Background: an optimization exercise with open tools, aiming at small area, a short achievable clock period and few clock cycles per item. Do not read the settings as production practice. Only simulation tests tie the RTL to the original design; equivalence was not proved.

// gcd
module gcd( input [31:0] a_in,
            input [31:0] b_in,
            input start,
            input reset_n,
            input clk,
            output [31:0] result,
            output done);
Size in the first run: about 810 cells after synthesis, ~75 flip-flops, roughly 100 I/O pins.
export LEC_CHECK = 0
export CAP_MARGIN = 20
export CORE_MARGIN = 2
export CORE_UTILIZATION = 40
export GPL_TIMING_DRIVEN = 0
export PLACE_DENSITY = 0.6
export SETUP_SLACK_MARGIN = 0.6
export SLEW_MARGIN = 20
create_clock -name core_clock -period 4.0 [get_ports {clk}]
standard.sh (not shown) runs the stock make flow with config.mk's settings and CLKGATE_MAP_FILE= SYNTH_SCRIPT=/design/flow/synth_recipe.tcl, a recipe that flattens the netlist after the stock synthesis.
==> flow/flow/run.sh <==
#!/bin/bash
# Standard ORFS layout, with the port buffers made of the smallest buffer cell.
set -euo pipefail
export BUFFER_PORTS_ARGS="-buffer_cell sky130_fd_sc_hd__buf_1"
bash standard.sh > standard_flow.log 2>&1
Testbench counts at the start, summed over its fixed seeds: cycles 53,893, items 2,400.
Edit:
==> flow/flow/run.sh (replaced) <==
#!/bin/bash
# Standard ORFS layout, with the port buffers made of the smallest buffer
# cell and a clock tree of one level of large buffers without dummy loads.
set -euo pipefail
export BUFFER_PORTS_ARGS="-buffer_cell sky130_fd_sc_hd__buf_1"
export CTS_ARGS="-sink_clustering_enable -repair_clock_nets -dont_use_dummy_load -sink_clustering_size 80 -sink_clustering_max_diameter 400 -buf_list sky130_fd_sc_hd__clkbuf_16"
bash standard.sh > standard_flow.log 2>&1
ABC_AREA = 1   (was default)
GPL_TIMING_DRIVEN = default   (was 0)
- utilization goes down by 5.0 points
- die area goes up by roughly a tenth
- count of clock-buffer cells in the layout goes down by 6
Edit:
ABC_AREA = default   (was 1)
Effect: The new run went through all stages and came out clean. Worst setup slack gets worse by 0.11 ns. Routed wire length rises by 0.98%. Via count falls by 11%. Count of clock-buffer cells in the layout stays the same. Worst hold slack barely changes.

---

build 23:
Another version of the RTL of gcd (not shown whole).
For scale: ~900 cells after synthesis, ~75 flip-flops, roughly 6600 sq um of cells after synthesis.
==> flow/config.mk <==
export PLATFORM = sky130hd
export DESIGN_NAME = gcd
export DESIGN_NICKNAME = gcd
export VERILOG_FILES = /design/flow/design.v
export SDC_FILE = /design/flow/constraint.sdc
export NUM_CORES = 4
export LEC_CHECK = 0
export ABC_AREA = 1
export CAP_MARGIN = 20
export CORE_MARGIN = 2
export CORE_UTILIZATION = 40
export PLACE_DENSITY = 0.6
export SETUP_SLACK_MARGIN = 0.6
export SLEW_MARGIN = 20
==> flow/constraint.sdc <==
create_clock -name core_clock -period 4.0 [get_ports {clk}]
set_input_delay 0.8000 -clock core_clock [delete_from_list [all_inputs] [get_ports {clk}]]
set_output_delay 0.8000 -clock core_clock [all_outputs]
set_load 0.01 [all_outputs]
==> flow/flow/run.sh <==
#!/bin/bash
# Standard ORFS layout, with the port buffers made of the smallest buffer
# cell and a clock tree of one level of large buffers without dummy loads.
set -euo pipefail
export BUFFER_PORTS_ARGS="-buffer_cell sky130_fd_sc_hd__buf_1"
export CTS_ARGS="-sink_clustering_enable -repair_clock_nets -dont_use_dummy_load -sink_clustering_size 80 -sink_clustering_max_diameter 400 -buf_list sky130_fd_sc_hd__clkbuf_16"
bash standard.sh > standard_flow.log 2>&1
Build 23: full flow OK, the timing, DRC and antenna checks passed
Testbench counts of build 23, summed over its fixed seeds: cycles 53,893, items 2,400.
Here is what was changed in the inputs of build 28 compared with build 23.
-- flow/flow/run.sh --
<<< build 23, line 3
# cell and a clock tree of one level of large buffers without dummy loads.
>>> build 28, line 3
# cell and a clock tree without dummy loads.
-- flow/config.mk --
<<< build 23, line 8
export ABC_AREA = 1
>>> build 28, line 8
<<< build 23, line 12
export PLACE_DENSITY = 0.6
>>> build 28, line 11
export PLACE_DENSITY = 0.7
[summary]
- Sort build 28 and build 23 by met2 track demand over resource asc -> top: build 23
- NOTE: highest fanout seen on the critical path in build 28 exceeds that of build 23
- The lower total routing usage reported by global routing came out of build 28.
Setup changes, build 28 to build 59
-- flow/config.mk --
<<< build 28, line 11
export PLACE_DENSITY = 0.7
>>> build 59, line 11
export PLACE_DENSITY = 0.6
<<< build 28, line 14
>>> build 59, line 14
export TNS_END_PERCENT = 10
Notes after the runs:
Build 28 → build 59: core utilization lower, met3 routed wirelength fell 8.8%.
Here is what was changed in the inputs of build 85 compared with build 59.
-- flow/config.mk --
<<< build 59, line 12
export SETUP_SLACK_MARGIN = 0.6
>>> build 85, line 12
export SETUP_SLACK_MARGIN = 0.7
<<< build 59, line 14
export TNS_END_PERCENT = 10
>>> build 85, line 14
## What came out
- Build 85 ran to completion and came out clean on the timing, DRC and antenna checks.
- Build 85 vs. build 59: post-CTS setup buffer count +11; non-clock buffer area fraction after layout +0.97 points.
- Area overhead of the layout relative to synthesis (build 85 over build 59): increase, 3.1 points
- Of build 59 and build 85, the run reporting the lower multi-input combinational area share was build 85.
- Build 85 ended up with reg -> reg as its worst setup path category; build 59 ended up with reg -> out.
What build 1 does differently from build 85 at the input level:
-- flow/config.mk --
<<< build 85, line 12
export SETUP_SLACK_MARGIN = 0.7
>>> build 1, line 12
export SETUP_SLACK_MARGIN = 0.5
Comparing build 85 and build 1, slack of the critical path is higher on build 85. Routed wire length (higher): build 85. On synthesized area, build 85 tracks build 1 almost exactly. Number of cells upsized or downsized after cts ended up 10 lower on build 1 than on build 85.
Inputs modified between build 1 and build 64:
-- flow/config.mk --
<<< build 1, line 11
export PLACE_DENSITY = 0.6
export SETUP_SLACK_MARGIN = 0.5
>>> build 64, line 11
export PLACE_DENSITY = 0.55
export SETUP_SLACK_MARGIN = 0.6
Compared with build 1, in build 64 cell area after layout higher. [compare] base=build 1 new=build 64: worst clock skew went up by 3.4 ps, critical path depth went up by 2, setup slack went up by 7.5 ps, wire length of the first global-routing pass went up by about 6.5%. Compared to build 1, the routing of build 64 uses more wire.

==> port drivers added, routing unchanged <==
In the flow no input, the clock included, has a driving cell. The finished layouts below were timed again as built, in two steps. Step 1: set_driving_cell puts a clkbuf_16 on clk and a buf_2 on each other input, an assumption about the parent block. Step 2 moves the port delays by t, midway between the first and last clock arrival at a register: inputs arrive t later, outputs are due t later. That takes back most of the time a late clock gives input paths. Three values: no drivers, after step 1, after step 2; two values: the first two.
| run | t, ns | slack for setup (ns) | latest minus earliest clock arrival (ns) |
|---|---|---|---|
| the first run of note 1 | 0.399 | 0.616 / 0.572 / 0.437 | 0.008 / 0.008 |
| the second run of note 1 | 0.387 | 0.778 / 0.734 / 0.924 | 0.014 / 0.015 |
| the third run of note 1 | 0.390 | 0.669 / 0.627 / 0.728 | 0.011 / 0.011 |
| build 23 | 0.383 | 0.687 / 0.647 / 0.796 | 0.013 / 0.013 |
| build 28 | 0.386 | 0.601 / 0.560 / 0.602 | 0.014 / 0.014 |
| build 59 | 0.391 | 0.586 / 0.543 / 0.639 | 0.015 / 0.015 |
| build 85 | 0.384 | 0.634 / 0.634 / 0.634 | 0.017 / 0.017 |
| build 1 | 0.383 | 0.588 / 0.571 / 0.588 | 0.009 / 0.009 |
| build 64 | 0.379 | 0.595 / 0.595 / 0.595 | 0.012 / 0.012 |
After both steps every run listed still meets setup and hold. For the first run of note 1, which loses most, drivers alone change the setup slack by -0.044 ns; drivers and shift together by -0.179 ns.
